What follows belongs to an exercise in optimizing a design on an open flow for small area; a production flow would make more cautious choices.
RTL that was checked went through simulation tests only; none was proved equivalent to the original.
The clock input has no modelled driver; a real chip could not lean on it and would need a root buffer or a full tree.
Power is estimated from default activity; no workload was simulated.

==> module top, before the edit <==
module top(
    input ck, reset,
    input mode, hh, mm, switch,
    output alarm, mode0, mode1,
    output CA, CB, CC, CD, CE, CF, CG, DP,
    output [7:0] AN
    );
    wire mode_d, mode_p0, mode_p1;
    wire hh_d, hh_p0, hh_p1;
    wire mm_d, mm_p0, mm_p1, mm_p01, mm_n0;
    wire sw_d, sw_p0, sw_p1;
    deb #(0) u0(.ck(ck), .reset(reset), .button(mode), .d(mode_d), .p0(mode_p0), .p1(mode_p1));
    deb #(0) u1(.ck(ck), .reset(reset), .button(hh), .d(hh_d), .p0(hh_p0), .p1(hh_p1));
    deb #(0) u2(.ck(ck), .reset(reset), .button(mm), .d(mm_d), .p0(mm_p0), .p1(mm_p1), .p01(mm_p01), .n0(mm_n0));
    deb #(1) u3(.ck(ck), .reset(reset), .button(switch), .d(sw_d), .p0(sw_p0), .p1(sw_p1));
    reg ca;
    always @(posedge ck, posedge reset)
        if (reset) ca <= 1'b1;
        else ca <= ca ^ mode_p0;
    wire sec, min, refresh, hit;
    lfsr #(13, 8, 1, 13'h1d7, 13'h3af) t_hs(ck, reset, sec);
    lfsr #(20, 0, 0, 20'ha74f5, 20'h4e9eb) t_mn(ck, reset, min);
    lfsr #(4, 2, 1, 4'hc, 4'h8) t_rf(ck, reset, refresh);
    lfsr #(13, 8, 1, 13'h1d7, 13'h3af) t_mt(ck, mm_p1, hit);
    localparam IDLE = 2'b00, WAIT = 2'b01, AUTO = 2'b10, INC = 2'b11;
    reg [1:0] s;
    reg [1:0] s_next;
    always @(*)
        case (s)
            IDLE: s_next = mm_p0 ? WAIT : IDLE;
            WAIT: s_next = !mm_d ? IDLE : (hit && !mm_p1) ? AUTO : WAIT;
            AUTO: s_next = mm_p01 ? IDLE : (hit && !mm_n0) ? INC : AUTO;
            default: s_next = AUTO;
        endcase
    always @(posedge ck)
        s <= reset ? IDLE : s_next;
    wire autom = s[1];
    wire inc = (s == INC) | ((s == WAIT) & mm_p1);
    wire up_clock60 = (inc & ca) | (min & ~autom);
    wire up_alarm60 = inc & ~ca;
    wire ca_prev = ca ^ mode_p1;
    wire up_alarm24 = hh_p1 & ~ca_prev;
    reg [3:0] h0, h2, a0, a2;
    reg [2:0] h1, a1;
    reg [1:0] h3, a3;
    wire c0 = up_clock60 & h0[3] & h0[0];
    wire carry = c0 & h1[2] & h1[0];
    wire up_clock24 = carry | (hh_p1 & ca_prev);
    wire ac0 = up_alarm60 & a0[3] & a0[0];
    wire hw = h3[1] & h2[1] & h2[0];            
    wire aw = a3[1] & a2[1] & a2[0];
    always @(posedge ck, posedge reset)
        if (reset) h0 <= 0;
        else h0 <= h0 ^ ({4{up_clock60}} & {h0[0] & (h0[1] & h0[2] | h0[3]), h0[0] & h0[1], h0[0] & ~h0[3], 1'b1});
    always @(posedge ck)
        if (reset) begin
            h1 <= 0; h2 <= 0; h3 <= 0;
            a0 <= 0; a1 <= 0; a2 <= 0; a3 <= 0;
        end else begin
            h1 <= h1 ^ ({3{c0}} & {h1[0] & (h1[1] | h1[2]), h1[0] & ~h1[2], 1'b1});
            h2 <= h2 ^ ({4{up_clock24}} & {h2[0] & (h2[1] & h2[2] | h2[3]), h2[0] & h2[1] & ~h3[1], h2[0] & ~h2[3], 1'b1});
            h3 <= h3 ^ ({2{up_clock24}} & {h2[3] & h2[0] & h3[0] | hw, h2[3] & h2[0]});
            a0 <= a0 ^ ({4{up_alarm60}} & {a0[0] & (a0[1] & a0[2] | a0[3]), a0[0] & a0[1], a0[0] & ~a0[3], 1'b1});
            a1 <= a1 ^ ({3{ac0}} & {a1[0] & (a1[1] | a1[2]), a1[0] & ~a1[2], 1'b1});
            a2 <= a2 ^ ({4{up_alarm24}} & {a2[0] & (a2[1] & a2[2] | a2[3]), a2[0] & a2[1] & ~a3[1], a2[0] & ~a2[3], 1'b1});
            a3 <= a3 ^ ({2{up_alarm24}} & {a2[3] & a2[0] & a3[0] | aw, a2[3] & a2[0]});
        end
    reg [1:0] sel;
    always @(posedge ck, posedge reset)
        if (reset) sel <= 0;
        else sel <= sel ^ {refresh & sel[0], refresh};
    reg [3:0] hd, ad;
    always @(*)
        case (sel)
            2'd0: begin hd = h0; ad = a0; end
            2'd1: begin hd = {1'b0, h1}; ad = {1'b0, a1}; end
            2'd2: begin hd = h2; ad = a2; end
            default: begin hd = {2'b0, h3}; ad = {2'b0, a3}; end
        endcase
    wire [3:0] dig = ca ? hd : ad;
    reg [6:0] c;
    always @(*)
        case (dig)
            4'h0: c = 7'b0000001;
            4'h1: c = 7'b1001111;
            4'h2: c = 7'b0010010;
            4'h3: c = 7'b0000110;
            4'h4: c = 7'b1001100;
            4'h5: c = 7'b0100100;
            4'h6: c = 7'b0100000;
            4'h7: c = 7'b0001111;
            4'h8: c = 7'b0000000;
            4'h9: c = 7'b0000100;
            4'hA: c = 7'b0010000;
            4'hB: c = 7'b0000110;
            4'hC: c = 7'b0000100;
            4'hD: c = 7'b0100100;
            4'hE: c = 7'b0100000;
            default: c = 7'b0001111;
        endcase
    assign {CA, CB, CC, CD, CE, CF, CG} = c;
    assign AN = {4'b1111, ~(4'b0001 << sel)};
    reg sec_tog;
    always @(posedge ck)
        sec_tog <= ~reset & (sec_tog ^ sec);
    assign DP = ~((sel == 2'd2) & (~ca | sec_tog));
    assign alarm = sw_d & ({h3, h2, h1, h0} == {a3, a2, a1, a0});
    assign mode0 = ca;
    assign mode1 = ~ca;
endmodule
==> flow/config.mk <==
export PLATFORM = sky130hd
export DESIGN_NAME = top
export DESIGN_NICKNAME = top
export VERILOG_FILES = /design/flow/design.v
export SDC_FILE = /design/flow/constraint.sdc
export NUM_CORES = 4
export LEC_CHECK = 0
export CAP_MARGIN = 20
export CORE_MARGIN = 2
export CORE_UTILIZATION = 40
export SLEW_MARGIN = 20
==> flow/constraint.sdc <==
create_clock -name core_clock -period 10.0 [get_ports {ck}]
set_input_delay 2.0000 -clock core_clock [delete_from_list [all_inputs] [get_ports {ck}]]
set_output_delay 2.0000 -clock core_clock [all_outputs]
set_load 0.01 [all_outputs]
standard.sh (not shown) runs the stock make flow with config.mk's settings and CLKGATE_MAP_FILE= SYNTH_SCRIPT=/design/flow/synth_recipe.tcl, a recipe that flattens the netlist after the stock synthesis.
==> flow/flow/run.sh <==
#!/bin/bash
# Layout flow: the standard layout (standard.sh) with three changes:
#  1. after the standard synthesis, the combinational logic is mapped again
#     for area (flow/area.abc); the flip-flops are kept exactly as the
#     standard synthesis made them (same instances, names and cells);
#  2. the port buffers are buf_1 cells, and one tie cell drives all the
#     constant outputs;
#  3. the clock tree is built by flow/manual_cts.tcl: four clkbuf_16 driven
#     by the clock port, each driving the flip-flops of a quarter of the die.
# Each tool's output goes to a log file of its own in this folder.
set -euo pipefail
export BUFFER_PORTS_ARGS="-buffer_cell sky130_fd_sc_hd__buf_1"
export SKIP_REPAIR_TIE_FANOUT=1
export PRE_CTS_TCL="$PWD/flow/manual_cts.tcl"
export MCTS_ROOT=sky130_fd_sc_hd__clkbuf_2
export MCTS_LEAVES=6
export MCTS_LEAF=sky130_fd_sc_hd__clkbuf_8
R="orfs/results/${FLOW_PLATFORM}/top/base"
LIB="${FLOW_HOME}/platforms/${FLOW_PLATFORM}/lib/sky130_fd_sc_hd__tt_025C_1v80.lib"
YOSYS="$(command -v yosys || echo "${FLOW_HOME}/../tools/install/yosys/bin/yosys")"

bash standard.sh synth > standard_synth.log 2>&1

cp "$R/1_2_yosys.v" "$R/1_2_yosys_standard.v"
DU="-dont_use sky130_fd_sc_hd__probe_p_8 -dont_use sky130_fd_sc_hd__probec_p_8 -dont_use sky130_fd_sc_hd__lpflow_*"
"$YOSYS" -p "read_liberty -ignore_miss_func $LIB; blackbox sky130_fd_sc_hd__df*; \
  read_verilog $R/1_2_yosys_standard.v; hierarchy -top $FLOW_TOP; flatten; opt_clean; \
  abc -liberty $LIB $DU -script flow/area.abc; opt_clean -purge; splitnets; opt_clean -purge; \
  hilomap -singleton -hicell sky130_fd_sc_hd__conb_1 HI -locell sky130_fd_sc_hd__conb_1 LO; \
  insbuf -buf sky130_fd_sc_hd__buf_4 A X; \
  read_liberty -lib -overwrite -ignore_miss_func $LIB; hierarchy -top $FLOW_TOP; \
  check -assert -mapped; tee -o resynth_stat.txt stat -liberty $LIB; \
  write_verilog -noattr -nohex -nodec $R/1_2_yosys.v" > resynth.log 2>&1

bash standard.sh finish > standard_finish.log 2>&1
Other scripts of this flow, unchanged in this note and not shown: flow/flow/area.abc, flow/flow/manual_cts.tcl
==> next run, changes <==
--- a/flow/design.v
+++ b/flow/design.v
@@ -66,16 +66,16 @@
     wire sec, min, refresh, hit;
     lfsr #(13, 8, 1, 13'h1d7, 13'h3af) t_hs(ck, reset, sec);
     lfsr #(20, 0, 0, 20'ha74f5, 20'h4e9eb) t_mn(ck, reset, min);
     lfsr #(4, 2, 1, 4'hc, 4'h8) t_rf(ck, reset, refresh);
-    lfsr #(13, 8, 1, 13'h1d7, 13'h3af) t_mt(ck, mm_p1, hit);
+    lfsr #(13, 8, 1, 13'h1d7, 13'h3af) t_mt(ck, mm_p01, hit);
     localparam IDLE = 2'b00, WAIT = 2'b01, AUTO = 2'b10, INC = 2'b11;
     reg [1:0] s;
     reg [1:0] s_next;
     always @(*)
         case (s)
             IDLE: s_next = mm_p0 ? WAIT : IDLE;
-            WAIT: s_next = !mm_d ? IDLE : (hit && !mm_p1) ? AUTO : WAIT;
+            WAIT: s_next = !mm_d ? IDLE : hit ? AUTO : WAIT;
             AUTO: s_next = mm_p01 ? IDLE : (hit && !mm_n0) ? INC : AUTO;
             default: s_next = AUTO;
         endcase
     always @(posedge ck)
@@ -85,11 +85,23 @@
     wire up_clock60 = (inc & ca) | (min & ~autom);
     wire up_alarm60 = inc & ~ca;
     wire ca_prev = ca ^ mode_p1;
     wire up_alarm24 = hh_p1 & ~ca_prev;
-    reg [3:0] h0, h2, a0, a2;
-    reg [2:0] h1, a1;
-    reg [1:0] h3, a3;
+    reg [3:0] h0;
+    reg [2:0] h1_n;
+    wire [2:0] h1 = ~h1_n;
+    reg [3:0] h2_n;
+    wire [3:0] h2 = ~h2_n;
+    reg [1:0] h3_n;
+    wire [1:0] h3 = ~h3_n;
+    reg [3:0] a0_n;
+    wire [3:0] a0 = ~a0_n;
+    reg [2:0] a1_n;
+    wire [2:0] a1 = ~a1_n;
+    reg [3:0] a2_n;
+    wire [3:0] a2 = ~a2_n;
+    reg [1:0] a3_n;
+    wire [1:0] a3 = ~a3_n;
     wire c0 = up_clock60 & h0[3] & h0[0];
     wire carry = c0 & h1[2] & h1[0];
     wire up_clock24 = carry | (hh_p1 & ca_prev);
     wire ac0 = up_alarm60 & a0[3] & a0[0];
@@ -99,18 +111,18 @@
         if (reset) h0 <= 0;
         else h0 <= h0 ^ ({4{up_clock60}} & {h0[0] & (h0[1] & h0[2] | h0[3]), h0[0] & h0[1], h0[0] & ~h0[3], 1'b1});
     always @(posedge ck)
         if (reset) begin
-            h1 <= 0; h2 <= 0; h3 <= 0;
-            a0 <= 0; a1 <= 0; a2 <= 0; a3 <= 0;
+            h1_n <= {3{1'b1}}; h2_n <= {4{1'b1}}; h3_n <= {2{1'b1}};
+            a0_n <= {4{1'b1}}; a1_n <= {3{1'b1}}; a2_n <= {4{1'b1}}; a3_n <= {2{1'b1}};
         end else begin
-            h1 <= h1 ^ ({3{c0}} & {h1[0] & (h1[1] | h1[2]), h1[0] & ~h1[2], 1'b1});
-            h2 <= h2 ^ ({4{up_clock24}} & {h2[0] & (h2[1] & h2[2] | h2[3]), h2[0] & h2[1] & ~h3[1], h2[0] & ~h2[3], 1'b1});
-            h3 <= h3 ^ ({2{up_clock24}} & {h2[3] & h2[0] & h3[0] | hw, h2[3] & h2[0]});
-            a0 <= a0 ^ ({4{up_alarm60}} & {a0[0] & (a0[1] & a0[2] | a0[3]), a0[0] & a0[1], a0[0] & ~a0[3], 1'b1});
-            a1 <= a1 ^ ({3{ac0}} & {a1[0] & (a1[1] | a1[2]), a1[0] & ~a1[2], 1'b1});
-            a2 <= a2 ^ ({4{up_alarm24}} & {a2[0] & (a2[1] & a2[2] | a2[3]), a2[0] & a2[1] & ~a3[1], a2[0] & ~a2[3], 1'b1});
-            a3 <= a3 ^ ({2{up_alarm24}} & {a2[3] & a2[0] & a3[0] | aw, a2[3] & a2[0]});
+            h1_n <= ~(h1 ^ ({3{c0}} & {h1[0] & (h1[1] | h1[2]), h1[0] & ~h1[2], 1'b1}));
+            h2_n <= ~(h2 ^ ({4{up_clock24}} & {h2[0] & (h2[1] & h2[2] | h2[3]), h2[0] & h2[1] & ~h3[1], h2[0] & ~h2[3], 1'b1}));
+            h3_n <= ~(h3 ^ ({2{up_clock24}} & {h2[3] & h2[0] & h3[0] | hw, h2[3] & h2[0]}));
+            a0_n <= ~(a0 ^ ({4{up_alarm60}} & {a0[0] & (a0[1] & a0[2] | a0[3]), a0[0] & a0[1], a0[0] & ~a0[3], 1'b1}));
+            a1_n <= ~(a1 ^ ({3{ac0}} & {a1[0] & (a1[1] | a1[2]), a1[0] & ~a1[2], 1'b1}));
+            a2_n <= ~(a2 ^ ({4{up_alarm24}} & {a2[0] & (a2[1] & a2[2] | a2[3]), a2[0] & a2[1] & ~a3[1], a2[0] & ~a2[3], 1'b1}));
+            a3_n <= ~(a3 ^ ({2{up_alarm24}} & {a2[3] & a2[0] & a3[0] | aw, a2[3] & a2[0]}));
         end
     reg [1:0] sel;
     always @(posedge ck, posedge reset)
         if (reset) sel <= 0;
Effect: First-iteration DRC count increases by 20%; clock power is about the same; design area increases by 1.1%; core utilization climbs by 0.29 points; cell count came out higher by 3.6%.
Function not checked in the second run of this note: the RTL went through the layout flow alone. In every run of this note, the design's own scripts or RTL, not TritonCTS, make the clock network.

==> what the ideal ports hide <==
The results above use ideal ports. As a check the final layouts listed here were re-extracted and re-timed, cells and wires unchanged.
Step 1 sets driving cells, clkbuf_16 on the clock port and buf_2 on the other inputs (assumed; they add their load-dependent delay and slew).
Step 2 moves the port delays by t, midway between the first and last clock arrival at a register: inputs arrive t later, outputs are due t later. That takes back most of the time a late clock gives input paths.
Slacks: ideal ports / drivers / drivers and shift; pairs: ideal ports / drivers.
run | shift t [ns] | slack for setup (ns) | latest minus earliest clock arrival (ns) | slew at the worst register clock pin (ns) | cell pins on the clock port's net
the first run | 0.529 | 4.859 / 4.833 / 5.362 | 0.015 / 0.016 | 0.11 / 0.11 | 1
the second run | 0.530 | 5.059 / 5.034 / 5.564 | 0.017 / 0.016 | 0.11 / 0.11 | 1
After both steps every run listed still meets setup and hold.
